Context: an optimization exercise on an open-source flow, tuned for small area and a short achievable clock period. The choices shown serve that exercise and are no tape-out recipe. At most, simulation tests tie the RTL to the original design; equivalence was not proved. No functional check of the RTL was part of runs 2 to 8.

==> flow/config.mk <==
export PLATFORM = sky130hd
export DESIGN_NAME = fpadd_pipelined
export DESIGN_NICKNAME = fpadd_pipelined
export VERILOG_FILES = /design/flow/design.v
export SDC_FILE = /design/flow/constraint.sdc
export NUM_CORES = 4
export LEC_CHECK = 0
export CAP_MARGIN = 20
export CORE_MARGIN = 2
export CORE_UTILIZATION = 40
export SLEW_MARGIN = 20
==> flow/run.sh <==
#!/bin/bash
# synth_recipe.tcl (not shown) runs the flow's synth.tcl, then flattens the netlist and writes it again
# the make line also repeats each setting of config.mk as NAME=value (left out here)
make -C /OpenROAD-flow-scripts/flow DESIGN_CONFIG=/design/flow/config.mk WORK_HOME=/design/flow/orfs CLKGATE_MAP_FILE= SYNTH_SCRIPT=/design/flow/synth_recipe.tcl finish
==> flow/constraint.sdc <==
create_clock -name core_clock -period 6.5 [get_ports {clk}]
set_input_delay 1.3000 -clock core_clock [delete_from_list [all_inputs] [get_ports {clk}]]
set_output_delay 1.3000 -clock core_clock [all_outputs]
set_load 0.01 [all_outputs]
==> flow/design.v <==
module fp_normalizer (
  input [24:0] mantissa_temp,
  input [7:0] exp,
  output reg [22:0] normalized_mantissa,
  output reg [7:0] normalized_exp
);
  reg [22:0] zero_count;
  always @(*) begin
        if (mantissa_temp[24]) zero_count = 25;
        else if (mantissa_temp[23]) zero_count = 0;
        else if (mantissa_temp[22]) zero_count = 1;
        else if (mantissa_temp[21]) zero_count = 2;
        else if (mantissa_temp[20]) zero_count = 3;
        else if (mantissa_temp[19]) zero_count = 4;
        else if (mantissa_temp[18]) zero_count = 5;
        else if (mantissa_temp[17]) zero_count = 6;
        else if (mantissa_temp[16]) zero_count = 7;
        else if (mantissa_temp[15]) zero_count = 8;
        else if (mantissa_temp[14]) zero_count = 9;
        else if (mantissa_temp[13]) zero_count = 10;
        else if (mantissa_temp[12]) zero_count = 11;
        else if (mantissa_temp[11]) zero_count = 12;
        else if (mantissa_temp[10]) zero_count = 13;
        else if (mantissa_temp[9]) zero_count = 14;
        else if (mantissa_temp[8]) zero_count = 15;
        else if (mantissa_temp[7]) zero_count = 16;
        else if (mantissa_temp[6]) zero_count = 17;
        else if (mantissa_temp[5]) zero_count = 18;
        else if (mantissa_temp[4]) zero_count = 19;
        else if (mantissa_temp[3]) zero_count = 20;
        else if (mantissa_temp[2]) zero_count = 21;
        else if (mantissa_temp[1]) zero_count = 22;
        else if (mantissa_temp[0]) zero_count = 23;
        else zero_count = 24;  
    end
    always @(*) begin
      if (zero_count == 24) begin
        normalized_mantissa = 0;
        normalized_exp = 0;
      end
      else if (zero_count == 25) begin
        normalized_mantissa = mantissa_temp[23:1];
        normalized_exp = exp + 1;
      end
      else begin 
        normalized_mantissa = mantissa_temp << zero_count;
        normalized_exp = exp - zero_count;  
      end
    end
endmodule
`timescale 1ns / 1ps
module fpadd_pipelined (input clk,
                     input reset,
                     input [31:0]reg_A, 
                     input [31:0]reg_B,  
		     output reg[31:0] out);
	reg [31:0] A, B, result;						 
	reg max_num_sign, min_num_sign;					 
	reg [7:0] temp_exp_A, temp_exp_B;				 
	reg [7:0] max_num_exp, min_num_exp, exp;		 
	reg [22:0] temp_mantissa_A, temp_mantissa_B;	 
	reg [24:0] mantissa_temp, max_num_mantissa, min_num_mantissa, mantissa_B_shifted;	 
	reg [31:0] pipeline_A, pipeline_B;						 
	reg pipeline_max_num_sign, pipeline_min_num_sign;		 
	reg [7:0] pipeline_max_num_exp, pipeline_min_num_exp;	 
	reg [24:0] pipeline_mantissa_B_shifted, pipeline_max_num_mantissa;
	wire [22:0] normalized_mantissa;
	wire [7:0] normalized_exp;
	always @ (posedge clk or posedge reset)
		begin
			if (reset == 1'b1)
				begin
					A <= 32'b0;
					B <= 32'b0;
					out <= 32'b0;
				end
			else 
				begin
					A <= reg_A;
					B <= reg_B;
					out <= result;
				end
		end
	always@ (*)
		begin
			temp_exp_A = A[30:23];
			temp_exp_B = B[30:23];
	        temp_mantissa_A = A[22:0];
		    temp_mantissa_B = B[22:0];
			if (temp_exp_A > temp_exp_B || (temp_exp_A == temp_exp_B && temp_mantissa_A >= temp_mantissa_B)) 
				begin	 
					max_num_sign = A[31];
					min_num_sign = B[31];
					max_num_exp = A[30:23];
					min_num_exp = B[30:23];
					max_num_mantissa = {2'b01, A[22:0]};
					min_num_mantissa = {2'b01, B[22:0]};
				end
			else 
				begin																							 
					max_num_sign = B[31];
					min_num_sign = A[31];
					max_num_exp = B[30:23];
					min_num_exp = A[30:23];
					max_num_mantissa = {2'b01, B[22:0]};
					min_num_mantissa = {2'b01, A[22:0]};
				end
		end
	always @(*)
		begin
			mantissa_B_shifted = (min_num_mantissa >> (max_num_exp - min_num_exp));
		end
	always @(posedge clk or posedge reset)
		begin
			if (reset == 1'b1)
				begin
					pipeline_A <= 32'b0;
					pipeline_B <= 32'b0;
					pipeline_mantissa_B_shifted <= 25'b0;
					pipeline_max_num_mantissa <= 25'b0;
					pipeline_max_num_sign <= 1'b0;
					pipeline_min_num_sign <= 1'b0;
					pipeline_max_num_exp <= 8'b0;
					pipeline_min_num_exp <= 8'b0;
				end
			else
				begin
					pipeline_A <= A;
					pipeline_B <= B;
					pipeline_mantissa_B_shifted <= mantissa_B_shifted;
					pipeline_max_num_mantissa <= max_num_mantissa;
					pipeline_max_num_sign <= max_num_sign;
					pipeline_min_num_sign <= min_num_sign;
					pipeline_max_num_exp <= max_num_exp;
					pipeline_min_num_exp <= min_num_exp;
				end
		end
	always @(*)
		begin
			if (pipeline_max_num_sign == pipeline_min_num_sign)
				mantissa_temp = pipeline_max_num_mantissa + pipeline_mantissa_B_shifted;
			else
				mantissa_temp = pipeline_max_num_mantissa - pipeline_mantissa_B_shifted;
		end
	fp_normalizer fp_normalizer(.mantissa_temp(mantissa_temp),
								.exp(pipeline_max_num_exp),
								.normalized_mantissa(normalized_mantissa),
								.normalized_exp(normalized_exp));
	always @(*)
		begin
		 	if ((!pipeline_A && !pipeline_B) || (pipeline_max_num_exp == pipeline_min_num_exp && mantissa_temp == 0 && pipeline_max_num_sign != pipeline_min_num_sign))   
				result = 32'b0;
			else
				result = {pipeline_max_num_sign, normalized_exp, normalized_mantissa};
		end
endmodule
==> impl_metrics.json, run 1 <==
{
  "worstSkewPairLatency_ns": 0.54,
  "drt.antenna.violating_nets": 0,
  "start_util_pct": 40.6,
  "global_route_wire_length_before_repair_mm": 59.7,
  "net_total_in_the_final_layout": 1627,
  "crit_path_end_kind": "flop",
  "chipHeight_microns": 188,
  "instances_no_fill": 1958,
  "grt_start_max_net_pins": 122,
  "yosys_warnings": 2,
  "drt-initial-drc-count": 654,
  "first_global_vias": 10900,
  "synth_xor_area_share_pct": 4.38,
  "pre_cts_slack_ns": -0.0611,
  "max_stage_delay_ns": 0.41,
  "synthDominantAreaCellType": "dfrtp_1",
  "synth_top_family_by_area": "compound AO/OA/AOI/OAI gates",
  "grt_setup_unrepaired": "yes",
  "diodes": 0,
  "worst_hold_path.endpoint": "pipeline_B[13]",
  "routed_wirelength_mm": 37.9,
  "ff2ff_path_depth": 32,
  "boundaryPins": 98,
  "antenna_found_initial": 0,
  "cts.htree.levels": 1,
  "core_footprint_sq_um": 33400,
  "post_synthesis_cell_count": 1343,
  "maxClockFrequency_mhz": 159,
  "min_delay_path_depth": 0,
  "postLayoutSetupSlackWorst_ns": 0.214,
  "drv.max_cap_violation_count": 0,
  "place.port_buffers": 97,
  "reg2reg_from": "pipeline_mantissa_B_shifted[5]",
  "fp-row-count": 67,
  "max_buffers_root_to_sink": 3,
  "most_used_cell_along_the_critical_path": "a21o_1",
  "hp-class": "flop to flop",
  "clk_pin_slew_ns": 0.06,
  "root_buffer": "clkbuf_16",
  "critical_path.startpoint_type": "flop",
  "floorplan.die_area_sq_um": 35400,
  "synth.ff_latch_count": 226,
  "tritoncts": "yes",
  "synth.mux.area_fraction_pct": 11.3,
  "numCtsBuffers": 23,
  "run_status": "complete, no violations",
  "cp_slowest_cell": "fa_1",
  "synth-compound-area-share_pct": 18.0,
  "hold_buffers": 0,
  "crit-reg2reg-capture": "out[29]",
  "simple_gate_fraction_of_synth_area_pct": 14.4,
  "mappedNetlistNets": 1477,
  "viasPerCell": 5.57,
  "worst_ep_required_time_ns": 6.92,
  "worst_ep_arrival_time_ns": 6.70,
  "final.setup_skew_ns": 0.0208,
  "ys.flop_type": "dfrtp_1",
  "wire_per_inst_microns": 19.4,
  "gr-usage-all-layers_pct": 21.4,
  "globalRouteOverflowTotal": 0,
  "num_vias": 10900,
  "final_period_minus_worst_setup_slack_ns": 6.29,
  "detailedRoute.firstPassIterationCount": 5,
  "synth.avg_cell_area_sq_um": 10.1,
  "clock_sink_count": 226,
  "die_w_microns": 188,
  "placed_cells_incl_taps": 1899,
  "synth.distinct_cells": 106,
  "synth_edf_count": 0,
  "hold_start": "B[13]",
  "worst_path_dominant_cell_family": "compound AO/OA/AOI/OAI gates",
  "timing_max_transition_violations_final": 0,
  "async_reset_ff_share_pct": 100,
  "worst-setup-path-type": "flop to flop",
  "yosys-top-cells-area": "dfrtp_1 42%, mux2i_1 7.2%, ha_1 6.1%",
  "fin_crit_sh_pct": 96.7,
  "setup_total_negative_slack_ns": 0,
  "hold_viol_final": 0,
  "synth.top_cell.area_share_pct": 41.7,
  "timing.critical_path.fanout_max": 6,
  "detailed_route_drc_error_count": 0,
  "drive_above_1_share_pct": 17.2,
  "share_of_synthesized_cell_area_in_full_adder_half_adder_and_majority_cells_pct": 6.38,
  "place.detailed.hpwl_mm": 29.7,
  "worst_slew_pin_slew_ns": 0.838,
  "slew-limit-headroom_pct": 44.1,
  "syn-cell-area_sq_um": 13600,
  "rrSetupSlack_ns": 0.21,
  "setup_viol": 0,
  "area_growth_syn_to_layout_pct": 22.3,
  "place_congestion": 0.932,
  "yosysSeqAreaShare_pct": 41.7,
  "yosys-top-cells-count": "226 x dfrtp_1, 114 x nor2_1, 97 x mux2i_1",
  "crit_buf_inv": 3,
  "dominant_cell_by_count_in_the_synthesized_netlist": "dfrtp_1"
}
==> per-layer routing <==
layer | up-vias | part of all wire [%] | global-route usage (%)
met3 | 92 | 3.8 | 2.34
met2 | 310 | 48 | 35.9
met1 | 5268 | 44 | 28.1
met5 | - | 0 | 0
li1 | 5243 | - | -
met4 | 0 | 4.3 | 8.63
==> sequential cells by signal (all words and copies together) (netlist names) <==
register / cells
pipeline_mantissa_B_shifted: 24
out: 32
A: 32
pipeline_min_num_exp: 8
pipeline_A: 32
pipeline_max_num_mantissa: 24
pipeline_min_num_sign: 1
B: 32
pipeline_B: 32
pipeline_max_num_sign: 1
pipeline_max_num_exp: 8
==> layout by cell type (no fill, tap or decap), types with 16 or more instances in the layout <==
cell type        instances
dfrtp_1                226
nor2_1                 112
mux2i_1                 97
clkdlybuf4s50_1         97
a21oi_1                 88
buf_4                   85
nand2_1                 73
ha_1                    63
inv_1                   54
nor3_1                  37
xnor2_1                 34
mux2_2                  33
o21ai_0                 32
a21o_1                  30
xor2_1                  25
clkbuf_16               23
nor4_1                  21
a211oi_1                18
and2_1                  17
nand3_1                 17
o22ai_1                 16
==> worst max-delay path by stage <==
stage / startpoint / end / slack (ns) / cells after the start
final: pipeline_mantissa_B_shifted[5] / out[29] / 0.21 / 32
after global routing: pipeline_mantissa_B_shifted[5] / out[30] / -0.06 / 31
after CTS: pipeline_mantissa_B_shifted[4] / out[30] / 0.002 / 30
after detailed placement: pipeline_mantissa_B_shifted[4] / out[30] / -0.06 / 31
after global placement: pipeline_mantissa_B_shifted[4] / out[30] / 0.10 / 31
after floorplan: pipeline_mantissa_B_shifted[4] / out[30] / 0.008 / 32
==> cells by family (layout without fill, tap and decap cells) <==
kind of cell,count (synthesis),count (layout)
AND/OR/NAND/NOR,381,381
AO/OA/AOI/OAI,345,345
flip-flops,226,226
multiplexers,140,140
buffers and inverters,118,285
adder cells (fa/ha/maj),68,68
XOR/XNOR,64,64
other,1,1
==> metrics by stage <==
step           utilization [%]  instance area (sq um)  hold slack (ns)
3_5_place_dp              46.0                  15400            0.390
5_1_grt                   49.6                  16600            0.419
6_report                  49.6                  16600            0.403
4_1_cts                   48.5                  16200            0.409
2_1_floorplan                -                  13600            0.365
3_3_place_gp              46.0                  15400            0.381
==> worst reg2reg max path, delay by kind of cell (launching register included) <==
kind | cells | cell delay [ns]
adder cells (fa/ha/maj) | 4 | 1.18
buffers and inverters | 3 | 0.33
AND/OR/NAND/NOR | 12 | 1.98
AO/OA/AOI/OAI | 11 | 2.05
XOR/XNOR | 2 | 0.28
flip-flops | 1 | 0.40
==> final cells by class <==
cell class | count | area [sq um]
Clock buffer | 32 | 649
Multi-Input combinational cell | 999 | 7670
Inverter | 56 | 214
Sequential cell | 226 | 5660
Tap cell | 448 | 561
Timing Repair Buffer | 187 | 1670
Clock inverter | 10 | 168
Fill cell | 3030 | 16900
==> repair_timing <==
action / in CTS / in global routing
pin swaps: 1 / 37
endpoints found under the setup margin: 1 / 4
gates resized for setup: 2 / 50
setup buffers: 1 / 16
hold endpoints to repair: 0 / 0
==> run 2: changes to the inputs <==
==> flow/design.v (replaced) <==
module fp_normalizer (
  input  [24:0] mantissa_temp,
  input  [7:0]  exp,
  output [22:0] normalized_mantissa,
  output [7:0]  normalized_exp
);
  reg [4:0] zero_count;
  integer i;
  always @(*) begin
    zero_count = 5'd0;
    for (i = 0; i < 25; i = i + 1)
      if (mantissa_temp[i]) zero_count = 5'd24 - i;
  end
  wire [24:0] shifted = mantissa_temp << zero_count;
  assign normalized_mantissa = shifted[23:1];
  assign normalized_exp = exp + 8'd1 - {3'b0, zero_count};
endmodule
module fpadd_pipelined (input clk,
                        input reset,
                        input [31:0] reg_A,
                        input [31:0] reg_B,
                        output reg [31:0] out);
  wire a_ge_b = reg_A[30:0] >= reg_B[30:0];
  wire [7:0] ea = reg_A[30:23];
  wire [7:0] eb = reg_B[30:23];
  wire [8:0] dab = {1'b0, ea} - {1'b0, eb};
  wire [7:0] dba = eb - ea;
  wire [7:0] d = dab[8] ? dba : dab[7:0];
  wire [4:0] s = d[4:0] | {5{|d[7:5]}};
  wire both_zero = ~|{reg_A, reg_B};
  reg        s0_sign, s0_sub, s0_zero;
  reg [7:0]  s0_exp;
  reg [22:0] s0_fmx, s0_fmn;
  reg [4:0]  s0_shift;
  always @(posedge clk or posedge reset)
    if (reset) s0_zero <= 1'b1;
    else       s0_zero <= both_zero;
  always @(posedge clk) begin
    s0_sign  <= a_ge_b ? reg_A[31] : reg_B[31];
    s0_sub   <= reg_A[31] ^ reg_B[31];
    s0_exp   <= a_ge_b ? ea : eb;
    s0_fmx   <= a_ge_b ? reg_A[22:0] : reg_B[22:0];
    s0_fmn   <= a_ge_b ? reg_B[22:0] : reg_A[22:0];
    s0_shift <= s;
  end
  wire [24:0] M = {2'b01, s0_fmx};
  wire [24:0] m = {2'b01, s0_fmn} >> s0_shift;
  wire [24:0] t = s0_sub ? M - m : M + m;
  reg        s1_sign, s1_zero;
  reg [7:0]  s1_exp;
  reg [24:0] s1_t;
  always @(posedge clk or posedge reset)
    if (reset) s1_zero <= 1'b1;
    else       s1_zero <= s0_zero;
  always @(posedge clk) begin
    s1_sign <= s0_sign;
    s1_exp  <= s0_exp;
    s1_t    <= t;
  end
  wire [22:0] frac;
  wire [7:0]  nexp;
  fp_normalizer fp_normalizer(.mantissa_temp(s1_t),
                              .exp(s1_exp),
                              .normalized_mantissa(frac),
                              .normalized_exp(nexp));
  wire res_zero = s1_zero | ~|s1_t;
  always @(posedge clk or posedge reset)
    if (reset)         out <= 32'b0;
    else if (res_zero) out <= 32'b0;
    else               out <= {s1_sign, nexp, frac};
endmodule
==> impl_metrics.json, run 2 <==
{
  "worst_ep_arrival_time_ns": 5.84,
  "slew-limit-headroom_pct": 34.5,
  "floorplan.die_area_sq_um": 24900,
  "run_status": "complete, no violations",
  "start_util_pct": 40.6,
  "async_reset_ff_share_pct": 26.4,
  "yosysSeqAreaShare_pct": 29.1,
  "min_delay_path_depth": 0,
  "detailed_route_drc_error_count": 0,
  "hp-class": "flop to flop",
  "pre_cts_slack_ns": 1.05,
  "final.fill_count": 2202,
  "hold_viol_final": 0,
  "net_total_in_the_final_layout": 1256,
  "clk_pin_slew_ns": 0.06,
  "fin_crit_sh_pct": 84.6,
  "maxClockFrequency_mhz": 182,
  "gr-usage-all-layers_pct": 20.1,
  "crit_chain": "mux2_2 -> mux4_2 -> nand2_1 -> o221ai_1 -> inv_1 -> ha_1 -> o21ai_0 -> ha_1 -> nor2b_1 -> o21a_1 -> o21ai_0 -> nand4bb_1 -> a41o_1 -> a21bo_2 -> o41a_1 -> a21o_1 -> a21oi_1 -> xnor2_1",
  "viasPerCell": 5.41,
  "synth.ff_latch_count": 129,
  "globalRouteOverflowTotal": 0,
  "max_buffers_root_to_sink": 2,
  "core_footprint_sq_um": 23300,
  "timing_max_transition_violations_final": 0,
  "worstSkewPairLatency_ns": 0.42,
  "worst_path_dominant_cell_family": "compound AO/OA/AOI/OAI gates",
  "drv.max_cap_violation_count": 0,
  "postLayoutSetupSlackWorst_ns": 1.00,
  "hold_start": "s0_sign",
  "ff2ff_path_depth": 18,
  "cts_resized": 0,
  "crit_buf_inv": 1,
  "numCtsBuffers": 17,
  "hold_ws_ns": 0.328,
  "place.port_buffers": 97,
  "drive_above_1_share_pct": 13.8,
  "setup_viol": 0,
  "grt_start_max_net_pins": 51,
  "clock_sink_count": 129,
  "max_stage_delay_ns": 0.95,
  "yosys-top-cells-area": "dfxtp_1 20%, ha_1 9.6%, dfrtp_1 8.4%",
  "hold_buffers": 0,
  "fp-row-count": 56,
  "dominant_cell_by_count_in_the_synthesized_netlist": "dfxtp_1",
  "synth.top_cell.area_share_pct": 20.1,
  "reg2reg_from": "s0_shift[1]",
  "worst_slew_pin_slew_ns": 0.981,
  "ys.flop_type": "dfxtp_1",
  "worst_ep_required_time_ns": 6.85,
  "routed_wirelength_mm": 24.8,
  "antenna_found_initial": 0,
  "cp_slowest_cell": "dfxtp_2",
  "wire_per_inst_microns": 17.1,
  "synth.distinct_cells": 78,
  "place_congestion": 0.953,
  "largestRegisters": "out: 32 flops, s1_t: 25 flops",
  "critical_path.startpoint_type": "flop",
  "syn-cell-area_sq_um": 9480,
  "final.setup_skew_ns": 0.0144,
  "area_growth_syn_to_layout_pct": 19.6,
  "drt.antenna.violating_nets": 0,
  "diodes": 0,
  "yosys_warnings": 2,
  "mappedNetlistNets": 1175,
  "place.detailed.hpwl_mm": 19.9,
  "root_buffer": "clkbuf_16",
  "tritoncts": "yes",
  "largest_register_ff_count": 32,
  "regMostFlops": "out",
  "synth.avg_cell_area_sq_um": 9.18,
  "layout.cells.most_common_list": "97 x clkdlybuf4s50_1, 94 x dfxtp_1, 85 x nor2_1",
  "rrSetupSlack_ns": 1.00,
  "setup_total_negative_slack_ns": 0,
  "num_vias": 7824,
  "crit_path_end_kind": "flop",
  "global_route_wire_length_before_repair_mm": 39.2,
  "synth_edf_count": 0,
  "final_period_minus_worst_setup_slack_ns": 5.50,
  "cts.htree.levels": 4,
  "die_w_microns": 158,
  "crit-reg2reg-capture": "s1_t[21]",
  "grt_setup_unrepaired": "no",
  "post_synthesis_cell_count": 1032,
  "worst_hold_path.endpoint": "s1_sign",
  "detailedRoute.firstPassIterationCount": 5,
  "drt-initial-drc-count": 405,
  "final_common_cell": "clkdlybuf4s50_1",
  "worst-setup-path-type": "flop to flop",
  "boundaryPins": 98,
  "yosys-top-cells-count": "95 x dfxtp_1, 85 x nor2_1, 73 x ha_1",
  "cts_setup_buffers": 0,
  "chipHeight_microns": 158,
  "first_global_vias": 7359,
  "synthDominantAreaCellType": "dfxtp_1",
  "timing.critical_path.fanout_max": 41
}
run 2: changes by cell type in the layout (fill, tap and decap cells not counted), sizes merged, moves of 12 or more:
cell    before  now
o22ai       17    5
inv         56   80
mux2i       97   70
dfxtp        0   95
a21oi       96   64
nor3        41   18
mux2        36   73
nand2       76   56
nor2       116   86
dfrtp      226   32
buf         90   10
clkbuf      32   18
nor2b        4   21
run 2: routing by layer:
metal  up-vias  global-route usage [%]  wire [microns]  share of wire, %
li1       3910                       -               -                 -
met1      3696                    26.9           11800                47
met2       197                    33.7           11700                47
met3        21                    3.37            1050               4.2
met4         0                    4.76             292               1.2
met5         -                       0               0                 0
run 2: worst register-to-register path, stage by stage (launching register included):
cell and delay (ns):
dfxtp_2 0.95, mux2_2 0.44, mux4_2 0.54, nand2_1 0.09, o221ai_1 0.15, inv_1 0.17
ha_1 0.24, o21ai_0 0.41, ha_1 0.32, nor2b_1 0.13, o21a_1 0.17, o21ai_0 0.27
nand4bb_1 0.17, a41o_1 0.30, a21bo_2 0.22, o41a_1 0.36, a21o_1 0.20, a21oi_1 0.17
xnor2_1 0.13
run 2: worst max-delay path by stage:
stage	from	to	slack, ns	cells after the start
floorplan	s0_shift[1]	s1_t[21]	1.90	19
CTS	s0_shift[1]	s1_t[21]	1.0	17
finish	s0_shift[1]	s1_t[21]	1.00	18
global route	s0_shift[1]	s1_t[22]	0.63	18
detailed placement	s0_shift[1]	s1_t[21]	1.05	17
global placement	s0_shift[1]	s1_t[21]	1.12	18
run 2: per-stage QoR:
stage	area (sq um)	instances	utilization [%]
after detailed placement	10700	1413	46.0
final	11300	1445	48.6
after CTS	11300	1445	48.6
after global routing	11300	1445	48.6
after global placement	10700	1413	46.0
after floorplan	9480	1032	-
run 2: cell type report:
| cell class | count | area (sq um) | share of cell area [%] |
|---|---|---|---|
| tap | 319 | 399 | 3.52 |
| inverter | 73 | 274 | 2.42 |
| clock buffer | 18 | 450 | 3.97 |
| multi-input combinational | 785 | 6250 | 55.1 |
| timing repair buffer | 107 | 1050 | 9.23 |
| sequential | 129 | 2760 | 24.3 |
| clock inverter | 14 | 159 | 1.40 |
run 2: logic make-up (layout without fill, tap and decap cells):
kind of cell	count (synthesis)	after routing	share of synthesized area (%)
muxes	159	159	20.1
and+or+nand+nor	260	260	13.9
AOI/OAI and AO/OA	240	240	16.8
adders and majority gates	77	77	10.5
DFF	129	129	29.1
xor gates and xnor gates	49	49	4.53
buffers and inverters	118	212	5.14
==> run 3: changes to the inputs <==
--- a/flow/config.mk
+++ b/flow/config.mk
@@ -5,6 +5,7 @@
 export SDC_FILE = /design/flow/constraint.sdc
 export NUM_CORES = 4
 export LEC_CHECK = 0
+export ABC_AREA = 1
 export CAP_MARGIN = 20
 export CORE_MARGIN = 2
 export CORE_UTILIZATION = 40
==> impl_metrics.json, run 3 <==
{
  "final_area_sq_um": 11000,
  "routed_wirelength_mm": 25.3,
  "hold_buffers": 0,
  "floorplan.die_area_sq_um": 24300,
  "crit_buf_inv": 2,
  "max_stage_delay_ns": 0.97,
  "drive_above_1_share_pct": 4.99,
  "area_growth_syn_to_layout_pct": 18.9,
  "worst_ep_arrival_time_ns": 5.64,
  "clk_pin_slew_ns": 0.07,
  "num_vias": 9019,
  "net_total_in_the_final_layout": 1573,
  "global_route_wire_length_before_repair_mm": 41.1,
  "yosys-top-cells-area": "dfxtp_1 21%, nand2_1 14%, ha_1 9.9%",
  "gr-usage-all-layers_pct": 21.3,
  "yosys-top-cells-count": "340 x nand2_1, 159 x inv_1, 125 x nand3_1",
  "maxClockFrequency_mhz": 187,
  "drt.antenna.violating_nets": 0,
  "dominant_cell_by_count_in_the_synthesized_netlist": "nand2_1",
  "drt-initial-drc-count": 612,
  "antenna_found_initial": 0,
  "cts_setup_buffers": 0,
  "tritoncts": "yes",
  "chipHeight_microns": 156,
  "detailedRoute.firstPassIterationCount": 5,
  "synth.avg_cell_area_sq_um": 6.82,
  "synthDominantAreaCellType": "dfxtp_1",
  "placed_cells_incl_taps": 1696,
  "first_global_vias": 8239,
  "detailed_route_drc_error_count": 0,
  "crit_path_end_kind": "flop",
  "instances_no_fill": 1728,
  "worstSkewPairLatency_ns": 0.42,
  "wire_per_inst_microns": 14.6,
  "cp_slowest_cell": "dfxtp_1",
  "worst_slew_pin_slew_ns": 0.997,
  "final.setup_skew_ns": 0.0114,
  "ys.flop_type": "dfxtp_1",
  "fp-row-count": 55,
  "place.detailed.hpwl_mm": 20.5,
  "synth_edf_count": 0,
  "final_period_minus_worst_setup_slack_ns": 5.34,
  "drv.max_cap_violation_count": 0,
  "grt_setup_unrepaired": "no",
  "setup_total_negative_slack_ns": 0,
  "worst_path_dominant_cell_family": "compound AO/OA/AOI/OAI gates",
  "yosys_warnings": 2,
  "hold_viol_final": 0,
  "detailed_place.area_sq_um": 10400,
  "numCtsBuffers": 17,
  "max_buffers_root_to_sink": 2,
  "largestRegisters": "out: 32 flops, s1_t: 25 flops",
  "core_footprint_sq_um": 22600,
  "root_buffer": "clkbuf_16",
  "setup_viol": 0,
  "place_congestion": 0.913,
  "final_common_cell": "nand2_1",
  "cts_resized": 0,
  "syn-cell-area_sq_um": 9230,
  "globalRouteOverflowTotal": 0,
  "start_util_pct": 40.8,
  "critical_path.startpoint_type": "flop",
  "run_status": "complete, no violations",
  "synth.top_cell.area_share_pct": 20.6,
  "synth.ff_latch_count": 129,
  "largest_register_ff_count": 32,
  "post_synthesis_cell_count": 1353,
  "viasPerCell": 5.22,
  "grt_start_max_net_pins": 101,
  "cts.htree.levels": 4,
  "yosysSeqAreaShare_pct": 29.9,
  "mappedNetlistNets": 1496,
  "fin_crit_sh_pct": 82.1,
  "timing_max_transition_violations_final": 0,
  "boundaryPins": 98,
  "die_w_microns": 156,
  "async_reset_ff_share_pct": 26.4,
  "hp-class": "flop to flop",
  "clock_sink_count": 129,
  "regMostFlops": "out",
  "place.port_buffers": 97,
  "timing.critical_path.fanout_max": 25,
  "most_used_cell_along_the_critical_path": "nand2_1",
  "worst_ep_required_time_ns": 6.80,
  "layout.cells.most_common_list": "340 x nand2_1, 159 x inv_1, 125 x nand3_1",
  "worst-setup-path-type": "flop to flop",
  "rrSetupSlack_ns": 1.16,
  "slew-limit-headroom_pct": 33.5,
  "diodes": 0,
  "synth.distinct_cells": 54
}
[run 3: cell type report]
cell class                      count  area, sq um
Fill cell                        2296        11700
Multi-Input combinational cell   1013         5620
Sequential cell                   129         2760
Timing Repair Buffer              105         1040
Inverter                          164          618
Clock buffer                       19          464
Tap cell                          285          357
Clock inverter                     13          115
[run 3: kinds of logic (layout without fill, tap and decap cells)]
logic type               Yosys count  in the layout  synth area share, %
XOR/XNOR                          51             51                 4.92
buffers and inverters            211            301                 9.38
flip-flops                       129            129                 29.9
adder cells (fa/ha/maj)           77             77                 10.8
AO/OA/AOI/OAI                    240            240                 14.6
multiplexers                      10             10                 1.10
AND/OR/NAND/NOR                  635            635                 29.4
[run 3: final timing paths]
kind | endpoint | start | cells past startpoint
hold / removal | s1_exp[5] | s0_exp[5] | 0
hold reg to reg | s1_exp[5] | s0_exp[5] | 0
setup reg to reg | s1_t[24] | s0_shift[0] | 28
min in group asynchronous | out[29] | reset | 3
max in group asynchronous | s1_zero | reset | 3
setup / recovery | s1_t[24] | s0_shift[0] | 28
[run 3: per-stage QoR]
| step | utilization, % | setup WS [ns] | hold WS, ns |
|---|---|---|---|
| 4_1_cts | 48.5 | 1.27 | 0.329 |
| 5_1_grt | 48.5 | 0.668 | 0.332 |
| 6_report | 48.5 | 1.16 | 0.328 |
| 3_5_place_dp | 45.9 | 1.31 | 0.314 |
| 3_3_place_gp | 45.9 | 1.43 | 0.311 |
| 2_1_floorplan | - | 2.42 | 0.310 |
[run 3: routing by layer]
layer | routed length (microns) | vias to the layer above | global-route usage [%]
met1 | 11900 | 4141 | 29.3
met5 | 0 | - | 0
met3 | 1240 | 23 | 3.47
met4 | 256 | 0 | 4.63
li1 | - | 4614 | -
met2 | 11900 | 241 | 35.4
==> run 4: changes to the inputs <==
--- a/flow/config.mk
+++ b/flow/config.mk
@@ -5,8 +5,9 @@
 export SDC_FILE = /design/flow/constraint.sdc
 export NUM_CORES = 4
 export LEC_CHECK = 0
-export ABC_AREA = 1
+export ABC_CLOCK_PERIOD_IN_PS = 3500
 export CAP_MARGIN = 20
 export CORE_MARGIN = 2
 export CORE_UTILIZATION = 40
+export SETUP_SLACK_MARGIN = 2.5
 export SLEW_MARGIN = 20
==> impl_metrics.json, run 4 <==
{
  "run_status": "complete, no violations",
  "maxClockFrequency_mhz": 218,
  "cp_slowest_cell": "mux4_2",
  "synth.top_cell.area_share_pct": 20.1,
  "hold_ws_ns": 0.330,
  "area_growth_syn_to_layout_pct": 28.3,
  "drv.max_cap_violation_count": 0,
  "first_global_vias": 8013,
  "final.setup_skew_ns": 0.0123,
  "wire_per_inst_microns": 17.5,
  "detailedRoute.firstPassIterationCount": 5,
  "start_util_pct": 40.6,
  "setup_total_negative_slack_ns": 0,
  "async_reset_ff_share_pct": 26.4,
  "worst_path_dominant_cell_family": "compound AO/OA/AOI/OAI gates",
  "hold_viol_final": 0,
  "tritoncts": "yes",
  "max_stage_delay_ns": 0.48,
  "place.port_buffers": 97,
  "yosys_warnings": 2,
  "timing.critical_path.fanout_max": 7,
  "instances_no_fill": 1498,
  "placed_cells_incl_taps": 1412,
  "place.detailed.hpwl_mm": 19.4,
  "hp-class": "flop to flop",
  "net_total_in_the_final_layout": 1309,
  "worstSkewPairLatency_ns": 0.42,
  "drt.antenna.violating_nets": 0,
  "grt_start_max_net_pins": 51,
  "crit_buf_inv": 2,
  "place_congestion": 0.912,
  "synthDominantAreaCellType": "dfxtp_1",
  "crit_chain": "buf_6 -> mux2_1 -> mux4_2 -> nand2_1 -> o311ai_4 -> nand4bb_4 -> nor3_4 -> buf_4 -> a21oi_2 -> xor2_1 -> ha_1 -> o21a_1 -> o21ai_1 -> nand2b_1 -> a41o_1 -> a21bo_2 -> o41a_1 -> a21o_1 -> a21oi_2 -> xnor2_1",
  "timing.critical_path.depth": 20,
  "largestRegisters": "out: 32 flops, s1_t: 25 flops",
  "floorplan.die_area_sq_um": 24900,
  "final_common_cell": "dfxtp_1",
  "largest_register_ff_count": 32,
  "detailed_route_drc_error_count": 0,
  "ff2ff_path_depth": 20,
  "worst_slew_pin_slew_ns": 0.714,
  "most_used_cell_along_the_critical_path": "a21oi_2",
  "postLayoutSetupSlackWorst_ns": 1.92,
  "num_vias": 8285,
  "critical_path.startpoint_type": "flop",
  "drive_above_1_share_pct": 23.1,
  "boundaryPins": 98,
  "cts.htree.levels": 4,
  "dominant_cell_by_count_in_the_synthesized_netlist": "dfxtp_1",
  "root_buffer": "clkbuf_16",
  "drt-initial-drc-count": 569,
  "worst_ep_arrival_time_ns": 4.91,
  "routed_wirelength_mm": 26.2,
  "fin_crit_sh_pct": 70.4,
  "yosys-top-cells-area": "dfxtp_1 20%, ha_1 9.6%, dfrtp_1 8.4%",
  "antenna_found_initial": 0,
  "gr-usage-all-layers_pct": 21.0,
  "diodes": 0,
  "global_route_wire_length_before_repair_mm": 41.1,
  "worst-setup-path-type": "flop to flop",
  "die_w_microns": 158,
  "min_delay_path_depth": 0,
  "pre_cts_slack_ns": 1.18,
  "clock_sink_count": 129,
  "setup_viol": 0,
  "yosysSeqAreaShare_pct": 29.1,
  "mappedNetlistNets": 1175,
  "synth.distinct_cells": 78,
  "post_synthesis_cell_count": 1032,
  "numCtsBuffers": 17,
  "layout.cells.most_common_list": "90 x dfxtp_1, 87 x clkdlybuf4s50_1, 81 x nor2_1",
  "synth.avg_cell_area_sq_um": 9.18,
  "syn-cell-area_sq_um": 9480,
  "final_period_minus_worst_setup_slack_ns": 4.58,
  "synth_edf_count": 0,
  "chipHeight_microns": 158,
  "max_buffers_root_to_sink": 2,
  "yosys-top-cells-count": "95 x dfxtp_1, 85 x nor2_1, 73 x ha_1",
  "ys.flop_type": "dfxtp_1",
  "worst_ep_required_time_ns": 6.84,
  "slew-limit-headroom_pct": 52.0,
  "globalRouteOverflowTotal": 0,
  "clk_pin_slew_ns": 0.07,
  "crit_path_end_kind": "flop",
  "synth.ff_latch_count": 129,
  "grt_setup_unrepaired": "yes",
  "viasPerCell": 5.53,
  "timing_max_transition_violations_final": 0,
  "regMostFlops": "out",
  "fp-row-count": 56,
  "core_footprint_sq_um": 23300
}
-- run 4: what timing repair did --
| item | 4_1_cts | 5_1_grt |
|---|---|---|
| endpoints found under the setup margin | 77 | 69 |
| gates resized for setup | 58 | 51 |
| hold buffers | 0 | 0 |
| pin swaps | 24 | 30 |
| cloned | 0 | 2 |
| setup buffers | 32 | 20 |
-- run 4: cell families (layout without fill, tap and decap cells) --
group	Yosys count	count (layout)	share of synthesized area (%)
compound gates	240	240	16.8
xor+xnor	49	49	4.53
fa+ha+maj	77	77	10.5
buf+inv	118	265	5.14
flops	129	129	29.1
mux	159	159	20.1
simple gates	260	260	13.9
-- run 4: worst paths after layout --
path	start	to	slack, ns
min reg2reg	s0_exp[4]	s1_exp[4]	0.33
min in group asynchronous	reset	out[29]	1.26
min	s0_exp[4]	s1_exp[4]	0.33
max reg2reg	s0_shift[1]	s1_t[21]	1.92
max in group asynchronous	reset	s0_zero	4.91
max	s0_shift[1]	s1_t[21]	1.92
-- run 4: area by class of cell --
cell class / count / area (sq um)
Clock inverter: 14 / 139
Timing Repair Buffer: 159 / 1540
Multi-Input combinational cell: 785 / 6580
Timing Repair inverter: 1 / 5.00
Inverter: 73 / 282
Sequential cell: 129 / 2770
Tap cell: 319 / 399
Fill cell: 2084 / 11200
Clock buffer: 18 / 450
-- run 4: through the flow --
stage | area, sq um | utilization (%)
2_1_floorplan | 9540 | -
3_3_place_gp | 10800 | 46.1
3_5_place_dp | 10800 | 46.1
4_1_cts | 11800 | 50.5
5_1_grt | 12200 | 52.1
6_report | 12200 | 52.1
-- run 4: metal layers --
layer | up-vias | track usage, % | routed length [microns]
met2 | 277 | 34.5 | 12600
li1 | 4026 | - | -
met5 | - | 0 | 0
met3 | 35 | 3.64 | 1160
met1 | 3947 | 27.8 | 11900
met4 | 0 | 7.53 | 577
==> run 5: changes to the inputs <==
--- a/flow/design.v
+++ b/flow/design.v
@@ -20,6 +20,7 @@
                         input [31:0] reg_A,
                         input [31:0] reg_B,
                         output reg [31:0] out);
+  localparam FINE = 3;
   wire a_ge_b = reg_A[30:0] >= reg_B[30:0];
   wire [7:0] ea = reg_A[30:23];
   wire [7:0] eb = reg_B[30:23];
@@ -28,10 +29,13 @@
   wire [7:0] d = dab[8] ? dba : dab[7:0];
   wire [4:0] s = d[4:0] | {5{|d[7:5]}};
   wire both_zero = ~|{reg_A, reg_B};
+  wire [22:0] fmn = a_ge_b ? reg_B[22:0] : reg_A[22:0];
+  wire [23:0] m0 = {1'b1, fmn} >> {s[4:FINE], {FINE{1'b0}}};
   reg        s0_sign, s0_sub, s0_zero;
   reg [7:0]  s0_exp;
-  reg [22:0] s0_fmx, s0_fmn;
-  reg [4:0]  s0_shift;
+  reg [22:0] s0_fmx;
+  reg [23:0] s0_m;
+  reg [FINE-1:0] s0_shift;
   always @(posedge clk or posedge reset)
     if (reset) s0_zero <= 1'b1;
     else       s0_zero <= both_zero;
@@ -40,12 +44,12 @@
     s0_sub   <= reg_A[31] ^ reg_B[31];
     s0_exp   <= a_ge_b ? ea : eb;
     s0_fmx   <= a_ge_b ? reg_A[22:0] : reg_B[22:0];
-    s0_fmn   <= a_ge_b ? reg_B[22:0] : reg_A[22:0];
-    s0_shift <= s;
+    s0_m     <= m0;
+    s0_shift <= s[FINE-1:0];
   end
-  wire [24:0] M = {2'b01, s0_fmx};
-  wire [24:0] m = {2'b01, s0_fmn} >> s0_shift;
-  wire [24:0] t = s0_sub ? M - m : M + m;
+  wire [23:0] m = s0_m >> s0_shift;
+  wire [25:0] sum = {2'b01, s0_fmx, 1'b1} + {s0_sub, m ^ {24{s0_sub}}, s0_sub};
+  wire [24:0] t = sum[25:1];
   reg        s1_sign, s1_zero;
   reg [7:0]  s1_exp;
   reg [24:0] s1_t;
==> impl_metrics.json, run 5 <==
{
  "place.detailed.hpwl_mm": 19.5,
  "setup_total_negative_slack_ns": 0,
  "yosys-top-cells-count": "95 x mux2i_1, 94 x dfxtp_1, 94 x nand2_1",
  "reg2reg_from": "s0_shift[0]",
  "mappedNetlistNets": 1181,
  "post_synthesis_cell_count": 1040,
  "most_utilized_layer_in_the_global_route_result": "met2",
  "synth.distinct_cells": 75,
  "rrSetupSlack_ns": 2.75,
  "yosysSeqAreaShare_pct": 30.4,
  "drive_above_1_share_pct": 13.0,
  "dominant_cell_by_count_in_the_synthesized_netlist": "mux2i_1",
  "ff2ff_path_depth": 14,
  "worst_hold_path.endpoint": "s1_exp[0]",
  "numCtsBuffers": 17,
  "synthDominantAreaCellType": "dfxtp_1",
  "worst_slew_pin_slew_ns": 0.714,
  "timing.critical_path.fanout_max": 7,
  "min_delay_path_depth": 0,
  "crit-reg2reg-capture": "s1_t[23]",
  "num_vias": 7928,
  "maxClockFrequency_mhz": 251,
  "layout.cells.most_common_list": "94 x nand2_1, 94 x dfxtp_1, 90 x mux2i_1",
  "yosys-top-cells-area": "dfxtp_1 21%, mux2i_1 11%, ha_1 10%",
  "die_w_microns": 154,
  "drt-initial-drc-count": 476,
  "clk_pin_slew_ns": 0.06,
  "place_congestion": 0.950,
  "root_buffer": "clkbuf_16",
  "viasPerCell": 5.49,
  "tritoncts": "yes",
  "hp-class": "flop to flop",
  "yosys_warnings": 2,
  "worst_ep_arrival_time_ns": 4.28,
  "hold_start": "s0_exp[0]",
  "worst-setup-path-type": "input pin to flop",
  "async_reset_ff_share_pct": 26.6,
  "fp-row-count": 54,
  "final.fill_count": 2045,
  "wire_per_inst_microns": 17.9,
  "grtUsageMet1_pct": 27.9,
  "drt.antenna.violating_nets": 0,
  "drv.max_cap_violation_count": 0,
  "multi_input_area_sq_um": 6200,
  "area_growth_syn_to_layout_pct": 27.5,
  "timing_max_transition_violations_final": 0,
  "worst_ep_required_time_ns": 6.80,
  "boundaryPins": 98,
  "place.port_buffers": 97,
  "regMostFlops": "out",
  "gr-usage-all-layers_pct": 21.5,
  "routed_wirelength_mm": 25.9,
  "final_area_sq_um": 11500,
  "detailed_route_drc_error_count": 0,
  "setup_viol": 0,
  "postLayoutSetupSlackWorst_ns": 2.52,
  "core_footprint_sq_um": 22000,
  "grt_start_max_net_pins": 40,
  "synth_edf_count": 0,
  "instances_no_fill": 1445,
  "synth.avg_cell_area_sq_um": 8.66,
  "grt_setup_unrepaired": "no",
  "final_period_minus_worst_setup_slack_ns": 3.98,
  "clock_sink_count": 128,
  "detailed_place.area_sq_um": 10200,
  "cts.htree.levels": 4,
  "start_util_pct": 41.0,
  "antenna_found_initial": 1,
  "net_total_in_the_final_layout": 1293,
  "critical_path.startpoint_type": "input pin",
  "global_route.usage.met3_pct": 5.05,
  "syn-cell-area_sq_um": 9010,
  "hold_viol_final": 0,
  "detailedRoute.firstPassIterationCount": 5,
  "hold_buffers": 0,
  "globalRouteOverflowTotal": 0,
  "ys.flop_type": "dfxtp_1",
  "worstSkewPairLatency_ns": 0.43,
  "synth.ff_latch_count": 128,
  "slew-limit-headroom_pct": 51.9,
  "fin_crit_sh_pct": 61.3,
  "seq_area_sq_um": 2740,
  "chipHeight_microns": 154,
  "global_route_wire_length_before_repair_mm": 40.2,
  "diodes": 0,
  "groute.layer.met2.usage_pct": 34.7,
  "synth.top_cell.area_share_pct": 20.9,
  "first_global_vias": 7534,
  "run_status": "complete, no violations",
  "final.setup_skew_ns": 0.00785,
  "floorplan.die_area_sq_um": 23700,
  "placed_cells_incl_taps": 1386,
  "largestRegisters": "out: 32 flops, s1_t: 25 flops, s0_m: 24 flops",
  "largest_register_ff_count": 32,
  "pre_cts_slack_ns": 1.51,
  "crit_path_end_kind": "flop",
  "max_buffers_root_to_sink": 2
}
run 5: cell families after synthesis:
| logic type | share of synthesized area [%] |
|---|---|
| AO/OA/AOI/OAI | 19.7 |
| AND/OR/NAND/NOR | 15.0 |
| multiplexers | 13.1 |
| buffers and inverters | 5.28 |
| XOR/XNOR | 5.87 |
| flip-flops | 30.4 |
| adder cells (fa/ha/maj) | 10.7 |
run 5: critical path, cell delays in order:
cell and delay (ns):
clkdlybuf4s50_1 0.52, inv_1 0.10, ha_4 0.32, nand2_1 0.11
o21ai_4 0.18, a21oi_4 0.08, buf_4 0.15, nor3_2 0.17
a21oi_2 0.09, buf_4 0.16, a31oi_4 0.21, mux2i_4 0.28
buf_12 0.15, nand2_4 0.10, a2111oi_1 0.36
run 5: metal layers:
| layer | share of wire (%) | up-vias | routed length [microns] |
|---|---|---|---|
| li1 | - | 3956 | - |
| met1 | 44 | 3658 | 11400 |
| met2 | 46 | 261 | 12000 |
| met3 | 6.5 | 51 | 1690 |
| met4 | 3.0 | 2 | 778 |
| met5 | 0.050 | - | 13 |
run 5: how the worst max path moves through the flow:
stage	endpoint	from	depth (start not counted)	slack, ns
floorplan	s0_m[12]	reg_A[25]	13	2.65
detailed placement	s0_m[10]	reg_A[25]	13	1.51
global route	s0_m[5]	reg_A[16]	12	2.44
finish	s0_m[11]	reg_B[30]	15	2.52
global placement	s0_m[9]	reg_A[26]	13	1.62
CTS	s0_m[13]	reg_B[23]	15	2.51
run 5: layout make-up:
class	count	area share (%)
Sequential cell	128	23.8
Inverter	67	2.26
Multi-Input combinational cell	803	54.0
Timing Repair Buffer	135	11.7
Clock inverter	13	1.20
Tap cell	280	3.05
Clock buffer	19	4.04
run 5: through the flow:
step / utilization, % / hold slack [ns]
after CTS: 50.4 / 0.322
final: 52.3 / 0.323
after detailed placement: 46.6 / 0.312
after global routing: 52.3 / 0.330
after global placement: 46.6 / 0.311
after floorplan: - / 0.310
run 5: what timing repair did:
| item | 4_1_cts | 5_1_grt |
|---|---|---|
| pin swaps | 3 | 7 |
| resized for setup | 33 | 74 |
| cloned | 4 | 1 |
| endpoints found under the setup margin | 54 | 46 |
| setup buffers | 10 | 12 |
==> run 6: changes to the inputs <==
--- a/flow/config.mk
+++ b/flow/config.mk
@@ -5,9 +5,8 @@
 export SDC_FILE = /design/flow/constraint.sdc
 export NUM_CORES = 4
 export LEC_CHECK = 0
-export ABC_CLOCK_PERIOD_IN_PS = 3500
 export CAP_MARGIN = 20
 export CORE_MARGIN = 2
 export CORE_UTILIZATION = 40
-export SETUP_SLACK_MARGIN = 2.5
+export SETUP_SLACK_MARGIN = 3.0
 export SLEW_MARGIN = 20
==> impl_metrics.json, run 6 <==
{
  "run_status": "complete, no violations",
  "grt_start_max_net_pins": 40,
  "syn-cell-area_sq_um": 9010,
  "timing_max_transition_violations_final": 0,
  "yosys-top-cells-area": "dfxtp_1 21%, mux2i_1 11%, ha_1 10%",
  "diodes": 0,
  "worst_ep_required_time_ns": 6.81,
  "worst-setup-path-type": "input pin to flop",
  "routed_wirelength_mm": 28.8,
  "antenna_found_initial": 0,
  "place.port_buffers": 97,
  "start_util_pct": 41.0,
  "yosys_warnings": 2,
  "regMostFlops": "out",
  "post_synthesis_cell_count": 1040,
  "viasPerCell": 5.70,
  "synth.ff_latch_count": 128,
  "instances_no_fill": 1482,
  "timing.critical_path.fanout_max": 7,
  "crit_path_end_kind": "flop",
  "place_congestion": 0.906,
  "synth.avg_cell_area_sq_um": 8.66,
  "dominant_cell_by_count_in_the_synthesized_netlist": "mux2i_1",
  "grt_setup_unrepaired": "yes",
  "boundaryPins": 98,
  "drv.max_cap_violation_count": 0,
  "hold_viol_final": 0,
  "synth_edf_count": 0,
  "hp-class": "flop to flop",
  "clock_sink_count": 128,
  "m1WireLength_mm": 12.4,
  "largest_register_ff_count": 32,
  "die_w_microns": 154,
  "core_footprint_sq_um": 22000,
  "setup_total_negative_slack_ns": 0,
  "synth.top_cell.area_share_pct": 20.9,
  "async_reset_ff_share_pct": 26.6,
  "gr-usage-all-layers_pct": 23.2,
  "detailed_route_drc_error_count": 0,
  "drt-initial-drc-count": 546,
  "maxClockFrequency_mhz": 280,
  "max_buffers_root_to_sink": 2,
  "critical_path.startpoint_type": "input pin",
  "min_delay_path_depth": 0,
  "routed-wl-met3_mm": 1.45,
  "clk_pin_slew_ns": 0.06,
  "globalRouteOverflowTotal": 0,
  "worstSkewPairLatency_ns": 0.42,
  "drive_above_1_share_pct": 23.2,
  "root_buffer": "clkbuf_16",
  "numCtsBuffers": 17,
  "global_route_wire_length_before_repair_mm": 43.3,
  "final_util_pct": 56.7,
  "mappedNetlistNets": 1181,
  "worst_slew_pin_slew_ns": 0.761,
  "num_vias": 8453,
  "area_growth_syn_to_layout_pct": 38.3,
  "ys.flop_type": "dfxtp_1",
  "final.setup_skew_ns": 0.0113,
  "fin_crit_sh_pct": 55.0,
  "route.met2.wl_mm": 14.1,
  "tritoncts": "yes",
  "largestRegisters": "out: 32 flops, s1_t: 25 flops, s0_m: 24 flops",
  "layout.cells.most_common_list": "91 x nand2_1, 91 x dfxtp_1, 82 x mux2i_1",
  "fp-row-count": 54,
  "yosys-top-cells-count": "95 x mux2i_1, 94 x dfxtp_1, 94 x nand2_1",
  "synthDominantAreaCellType": "dfxtp_1",
  "net_total_in_the_final_layout": 1330,
  "floorplan.die_area_sq_um": 23700,
  "setup_viol": 0,
  "placed_cells_incl_taps": 1384,
  "cts.htree.levels": 4,
  "place.detailed.hpwl_mm": 19.7,
  "first_global_vias": 8030,
  "yosysSeqAreaShare_pct": 30.4,
  "final_period_minus_worst_setup_slack_ns": 3.57,
  "route.top_layer_used": "met4",
  "ff2ff_path_depth": 16,
  "chipHeight_microns": 154,
  "final.fill_count": 1874,
  "hold_buffers": 0,
  "wire_per_inst_microns": 19.4,
  "drt.antenna.violating_nets": 0,
  "worst_ep_arrival_time_ns": 3.88,
  "detailedRoute.firstPassIterationCount": 5,
  "slew-limit-headroom_pct": 48.8,
  "synth.distinct_cells": 75
}
run 6: area by class of cell:
cell class | instances | area (sq um) | area share [%]
clock buffers | 19 | 454 | 3.65
clock inverters | 13 | 149 | 1.20
inverters | 67 | 274 | 2.20
multi-input cells | 808 | 6810 | 54.7
flip-flops and latches | 128 | 2740 | 22.0
well taps | 280 | 350 | 2.81
repair buffers | 166 | 1670 | 13.4
repair inverters | 1 | 5.00 | 0.0402
run 6: timing repair:
item / CTS / global route
setup endpoints to repair: 89 / 52
buffers inserted: 38 / 14
gates resized for setup: 162 / 115
hold endpoints to repair: 0 / 0
cloned: 11 / 3
pin swaps: 30 / 46
run 6: path summary, 6_finish.rpt:
kind,end,slack [ns],from
max in group asynchronous,s0_zero,4.89,reset
setup reg to reg,s1_t[24],2.97,s0_shift[2]
min in group asynchronous,out[27],1.27,reset
hold reg to reg,s1_exp[2],0.33,s0_exp[2]
hold / removal,s1_exp[2],0.33,s0_exp[2]
setup / recovery,s0_m[2],2.93,reg_B[16]
run 6: cell families (layout without fill, tap and decap cells):
logic type | Yosys count | after routing | synth area share (%)
AOI/OAI and AO/OA | 269 | 274 | 19.7
xor gates and xnor gates | 58 | 59 | 5.87
adders and majority gates | 75 | 75 | 10.7
buffers and inverters | 113 | 266 | 5.28
DFF | 128 | 128 | 30.4
muxes | 112 | 112 | 13.1
and+or+nand+nor | 285 | 288 | 15.0
run 6: stage by stage:
stage | instance area (sq um) | hold WS (ns) | worst slack, ns
2_1_floorplan | 9230 | 0.310 | 2.90
3_3_place_gp | 10400 | 0.311 | 1.38
3_5_place_dp | 10400 | 0.312 | 1.39
4_1_cts | 11800 | 0.326 | 2.94
5_1_grt | 12500 | 0.336 | 2.82
6_report | 12500 | 0.326 | 2.93
run 6: metal layers:
layer | vias to the layer above | GRT usage, %
met1 | 4027 | 29.9
met4 | 0 | 8.10
met2 | 298 | 39.9
li1 | 4070 | -
met5 | - | 0
met3 | 58 | 3.35
run 6: worst max-delay path: stages:
cell and delay [ns]:
clkdlybuf4s15_1 0.35, inv_1 0.10, ha_1 0.35, nand3_1 0.17
o31a_1 0.41, o41ai_4 0.27, a31o_4 0.22, buf_12 0.16
mux2i_1 0.26, or2_1 0.21, a21oi_2 0.07
==> run 7: changes to the inputs <==
--- a/flow/config.mk
+++ b/flow/config.mk
@@ -5,6 +5,7 @@
 export SDC_FILE = /design/flow/constraint.sdc
 export NUM_CORES = 4
 export LEC_CHECK = 0
+export ABC_AREA = 1
 export CAP_MARGIN = 20
 export CORE_MARGIN = 2
 export CORE_UTILIZATION = 40
==> impl_metrics.json, run 7 <==
{
  "worst_hold_path.endpoint": "s1_exp[7]",
  "detailed_route_drc_error_count": 0,
  "crit-reg2reg-capture": "out[30]",
  "root_buffer": "clkbuf_16",
  "final.setup_skew_ns": 0.0178,
  "place.detailed.hpwl_mm": 19.8,
  "synth.distinct_cells": 47,
  "share_of_synthesized_cell_area_in_full_adder_half_adder_and_majority_cells_pct": 10.8,
  "first_global_vias": 8661,
  "start_util_pct": 40.6,
  "timing.critical_path.fanout_max": 6,
  "chipHeight_microns": 153,
  "clk_pin_slew_ns": 0.07,
  "synth.mux.area_fraction_pct": 0.790,
  "final.fill_count": 2054,
  "synth_xor_area_share_pct": 5.53,
  "gr-usage-all-layers_pct": 22.4,
  "hold_ws_ns": 0.329,
  "layout.cells.most_common_list": "311 x nand2_1, 120 x nand3_1, 106 x inv_1",
  "final_period_minus_worst_setup_slack_ns": 3.55,
  "synthDominantAreaCellType": "dfxtp_1",
  "yosys_warnings": 2,
  "setup_total_negative_slack_ns": 0,
  "rrSetupSlack_ns": 3.20,
  "antenna_found_initial": 0,
  "clock_sink_count": 128,
  "dominant_cell_by_count_in_the_synthesized_netlist": "nand2_1",
  "route.top_layer_used": "met4",
  "grt_setup_unrepaired": "yes",
  "fin_crit_sh_pct": 54.6,
  "hold_buffers": 0,
  "drt.antenna.violating_nets": 0,
  "setup_viol": 0,
  "numCtsBuffers": 17,
  "yosys-top-cells-area": "dfxtp_1 21%, nand2_1 14%, ha_1 10%",
  "drive_above_1_share_pct": 17.9,
  "synth.top_cell.area_share_pct": 21.2,
  "worst_ep_required_time_ns": 6.83,
  "reg2reg_from": "s1_t[22]",
  "async_reset_ff_share_pct": 26.6,
  "viasPerCell": 5.33,
  "hold_viol_final": 0,
  "diodes": 0,
  "largestRegisters": "out: 32 flops, s1_t: 25 flops, s0_m: 24 flops",
  "critical_path.startpoint_type": "input pin",
  "die_w_microns": 153,
  "globalRouteOverflowTotal": 0,
  "wire_per_inst_microns": 15.7,
  "hp-class": "flop to flop",
  "run_status": "complete, no violations",
  "synth.avg_cell_area_sq_um": 6.94,
  "worstSkewPairLatency_ns": 0.42,
  "routed-wl-met3_mm": 1.15,
  "drv.max_cap_violation_count": 0,
  "simple_gate_fraction_of_synth_area_pct": 28.2,
  "worst-setup-path-type": "input pin to flop",
  "synth.ff_latch_count": 128,
  "synth_edf_count": 0,
  "mappedNetlistNets": 1419,
  "final_common_cell": "nand2_1",
  "core_footprint_sq_um": 21800,
  "yosysSeqAreaShare_pct": 30.8,
  "detailedRoute.firstPassIterationCount": 5,
  "tritoncts": "yes",
  "grt_start_max_net_pins": 35,
  "placed_cells_incl_taps": 1615,
  "final_area_sq_um": 12000,
  "hold_start": "s0_exp[7]",
  "max_buffers_root_to_sink": 2,
  "ys.flop_type": "dfxtp_1",
  "synth-compound-area-share_pct": 15.7,
  "worst_ep_arrival_time_ns": 3.87,
  "routed_wirelength_mm": 27.1,
  "worst_slew_pin_slew_ns": 0.766,
  "m1WireLength_mm": 11.8,
  "yosys-top-cells-count": "321 x nand2_1, 127 x inv_1, 123 x nand3_1",
  "synth_top_family_by_area": "simple AND/OR/NAND/NOR gates",
  "fp-row-count": 54,
  "regMostFlops": "out",
  "maxClockFrequency_mhz": 282,
  "net_total_in_the_final_layout": 1567,
  "boundaryPins": 98,
  "drt-initial-drc-count": 654,
  "min_delay_path_depth": 0,
  "floorplan.die_area_sq_um": 23400,
  "global_route_wire_length_before_repair_mm": 42.6,
  "route.met2.wl_mm": 13.5,
  "crit_path_end_kind": "flop",
  "area_growth_syn_to_layout_pct": 35.2,
  "timing_max_transition_violations_final": 0,
  "post_synthesis_cell_count": 1278,
  "instances_no_fill": 1719,
  "cts.htree.levels": 4,
  "timing.critical_path.from": "reg_A[23]",
  "ff2ff_path_depth": 17,
  "detailed_place.area_sq_um": 10100,
  "largest_register_ff_count": 32,
  "place.port_buffers": 97,
  "syn-cell-area_sq_um": 8870,
  "place_congestion": 0.890,
  "slew-limit-headroom_pct": 48.5,
  "num_vias": 9156
}
run 7: cell types whose count changed after synthesis, sizes merged, moves of 14 or more:
cell	before	now
a21o	27	2
inv	66	129
xor2	18	46
mux2i	97	7
nand3	15	123
and2	16	0
o21ai	67	125
a211oi	30	1
xnor2	39	10
nor2b	14	0
nand2	95	322
nor2	64	84
run 7: how the worst max path moves through the flow:
stage / slack, ns / end / depth (start not counted)
after floorplan: 2.89 / s0_m[1] / 19
after global placement: 1.48 / s0_m[0] / 13
after detailed placement: 1.44 / s0_m[10] / 12
after CTS: 2.97 / s0_m[5] / 16
after global routing: 2.84 / s0_m[3] / 17
final: 2.95 / s0_m[4] / 17
run 7: cell type report:
type / count / area (sq um) / share of cell area, %
clock buffers: 17 / 425 / 3.55
clock inverters: 15 / 163 / 1.36
inverters: 131 / 515 / 4.30
multi-input cells: 975 / 6100 / 50.9
flip-flops and latches: 128 / 2740 / 22.8
well taps: 280 / 350 / 2.92
repair buffers: 167 / 1660 / 13.8
repair inverters: 6 / 41.3 / 0.344
run 7: cell families after synthesis:
| group | Yosys count |
|---|---|
| AOI/OAI and AO/OA | 249 |
| xor gates and xnor gates | 56 |
| adders and majority gates | 75 |
| buffers and inverters | 181 |
| DFF | 128 |
| muxes | 7 |
| and+or+nand+nor | 582 |
run 7: worst max-delay path, cell delays in order:
cell and delay [ns]:
buf_8 0.09, inv_4 0.04, ha_4 0.16, fa_2 0.38, o21ai_4 0.15, nand2_2 0.09, nand2_4 0.13, mux2i_2 0.24
a31oi_2 0.05, xor2_1 0.15, nor3_2 0.26, inv_2 0.18, nor2_8 0.22, o211ai_1 0.16, o21ai_0 0.12, nand2_1 0.07
o31ai_1 0.07
run 7: layer usage:
| metal | vias up | GRT usage, % |
|---|---|---|
| met5 | - | 0 |
| met4 | 0 | 7.14 |
| met3 | 41 | 3.09 |
| met2 | 261 | 39.3 |
| met1 | 4246 | 28.3 |
| li1 | 4608 | - |
run 7: per-stage QoR:
| step | setup slack [ns] | utilization, % |
|---|---|---|
| 4_1_cts | 2.97 | 52.8 |
| 3_3_place_gp | 1.48 | 46.4 |
| 5_1_grt | 2.84 | 55.0 |
| 2_1_floorplan | 2.89 | - |
| 3_5_place_dp | 1.44 | 46.4 |
| 6_report | 2.95 | 55.0 |
run 7: timing repair:
action	CTS	global route
setup buffers	37	19
cloned	14	2
gates resized for setup	172	119
setup endpoints to repair	86	73
pin swaps	40	48
==> run 8: changes to the inputs <==
--- a/flow/config.mk
+++ b/flow/config.mk
@@ -5,9 +5,8 @@
 export SDC_FILE = /design/flow/constraint.sdc
 export NUM_CORES = 4
 export LEC_CHECK = 0
-export ABC_AREA = 1
 export CAP_MARGIN = 20
 export CORE_MARGIN = 2
 export CORE_UTILIZATION = 40
-export SETUP_SLACK_MARGIN = 3.0
+export SETUP_SLACK_MARGIN = 3.5
 export SLEW_MARGIN = 20
==> impl_metrics.json, run 8 <==
{
  "synth_edf_count": 0,
  "detailed_route_drc_error_count": 0,
  "yosys-top-cells-area": "dfxtp_1 21%, mux2i_1 11%, ha_1 10%",
  "ys.flop_type": "dfxtp_1",
  "tritoncts": "yes",
  "drv.max_cap_violation_count": 0,
  "hp-class": "flop to flop",
  "final.setup_skew_ns": 0.0117,
  "grt_setup_unrepaired": "yes",
  "timing.critical_path.fanout_max": 5,
  "crit_path_end_kind": "flop",
  "num_vias": 9143,
  "chipHeight_microns": 154,
  "place_congestion": 0.896,
  "postLayoutSetupSlackWorst_ns": 2.89,
  "maxClockFrequency_mhz": 277,
  "dominant_cell_by_count_in_the_synthesized_netlist": "mux2i_1",
  "slew-limit-headroom_pct": 51.9,
  "core_footprint_sq_um": 22000,
  "async_reset_ff_share_pct": 26.6,
  "max_buffers_root_to_sink": 2,
  "clock_sink_count": 128,
  "yosysSeqAreaShare_pct": 30.4,
  "diodes": 0,
  "worst_ep_required_time_ns": 6.81,
  "syn-cell-area_sq_um": 9010,
  "floorplan.die_area_sq_um": 23700,
  "run_status": "complete, no violations",
  "hold_buffers": 0,
  "post_synthesis_cell_count": 1040,
  "synth.avg_cell_area_sq_um": 8.66,
  "grt_start_max_net_pins": 35,
  "net_total_in_the_final_layout": 1406,
  "routed_wirelength_mm": 32.2,
  "fp-row-count": 54,
  "final.fill_count": 1640,
  "worst_ep_arrival_time_ns": 3.91,
  "regMostFlops": "out",
  "clk_pin_slew_ns": 0.06,
  "setup_viol": 0,
  "synth.distinct_cells": 75,
  "critical_path.startpoint_type": "input pin",
  "detailedRoute.firstPassIterationCount": 5,
  "yosys_warnings": 2,
  "synth.top_cell.area_share_pct": 20.9
}
## run 8: cell types whose count changed after synthesis, sizes merged, moves of 16 or more
cell    change
nand2     -227
xnor2      +29
xor2       -28
a21o       +25
nand3     -108
nor2       -20
and2       +16
inv        -63
mux2i      +90
o21ai      -58
a211oi     +29
## run 8: final timing paths
check                             from         to  slack, ns  cells past startpoint
setup / recovery             reg_B[26]    s0_m[4]       2.89                     14
hold / removal               s0_exp[5]  s1_exp[5]       0.33                      0
setup reg to reg           s0_shift[0]   s1_t[23]       3.07                     14
hold reg to reg              s0_exp[5]  s1_exp[5]       0.33                      0
max in group asynchronous        reset    s1_zero       4.91                      3
min in group asynchronous        reset    out[29]       1.26                      3
## run 8: metrics by stage
stage,std cells,area [sq um],hold WS (ns),util [%]
2_1_floorplan,1040,9540,0.310,-
6_report,1558,14200,0.328,64.5
4_1_cts,1517,13200,0.329,60.0
3_5_place_dp,1381,10600,0.312,48.2
3_3_place_gp,1381,10600,0.311,48.2
5_1_grt,1558,14200,0.336,64.5
## run 8: per-layer routing
layer / GRT usage [%] / vias to the layer above / share of wire (%)
met1: 29.3 / 4324 / 39
met3: 3.75 / 139 / 6.0
met4: 15.4 / 0 / 5.8
li1: - / 4220 / -
met2: 42.6 / 460 / 49
met5: 0 / - / 0
## run 8: kinds of logic (layout without fill, tap and decap cells)
group	after synthesis	in the layout	share of synthesized area [%]
AOI/OAI and AO/OA	269	274	19.7
xor gates and xnor gates	58	59	5.87
adders and majority gates	75	75	10.7
buffers and inverters	113	342	5.28
DFF	128	128	30.4
muxes	112	112	13.1
and+or+nand+nor	285	288	15.0
## run 8: critical path, cell delays in order
cell and delay, ns:
clkdlybuf4s15_2 0.24, inv_1 0.12, ha_1 0.30, nand2b_4 0.19
a21oi_4 0.20, buf_6 0.17, nor3_4 0.05, a21oi_4 0.30
buf_12 0.16, xnor2_4 0.14, buf_12 0.16, mux2i_1 0.26
o22a_1 0.24, a21oi_2 0.09
## run 8: area by class of cell
cell class | count | area (sq um) | share of cell area, %
clock buffer | 18 | 429 | 3.03
clock inverter | 14 | 195 | 1.38
inverter | 67 | 293 | 2.07
multi-input combinational | 808 | 7680 | 54.2
sequential | 128 | 2770 | 19.5
tap | 280 | 350 | 2.47
timing repair buffer | 242 | 2450 | 17.3
timing repair inverter | 1 | 6.26 | 0.0441
## run 8: timing repair
item / CTS / global route
buffers inserted: 88 / 38
cloned: 16 / 3
setup endpoints to repair: 101 / 88
pin swaps: 76 / 76
gates resized for setup: 401 / 173

## port drivers added, routing unchanged
Ports are ideal in the flow. The routed layouts listed here were re-timed in OpenROAD.
Step 1 sets driving cells, clkbuf_16 on the clock port and buf_2 on the other inputs (assumed; they add their load-dependent delay and slew).
Step 2 adds t to the input delays and takes it off the output delays; t is the mean of the earliest and latest rising clock arrival at the registers after step 1. Input paths then give back, and output paths get back, about the clock's delay inside the block.
Three values: ideal, step 1, step 2; two values: the first two.
run	shift t [ns]	setup WS [ns]	worst setup path after step 2
run 1	0.575	0.214 / 0.214 / 0.214	register to register
run 2	0.463	1.001 / 1.001 / 1.001	register to register
run 3	0.461	1.161 / 1.161 / 1.161	register to register
run 4	0.467	1.923 / 1.923 / 1.923	register to register
run 5	0.468	2.517 / 2.536 / 2.068	input to register
run 6	0.468	2.928 / 2.955 / 2.487	input to register
run 7	0.465	2.952 / 2.952 / 2.487	input to register
run 8	0.463	2.892 / 2.913 / 2.450	input to register
After both steps every run listed still meets setup and hold. The setup slack of run 7, which loses most, moves by 0.000 ns with the drivers and by -0.465 ns with both steps.
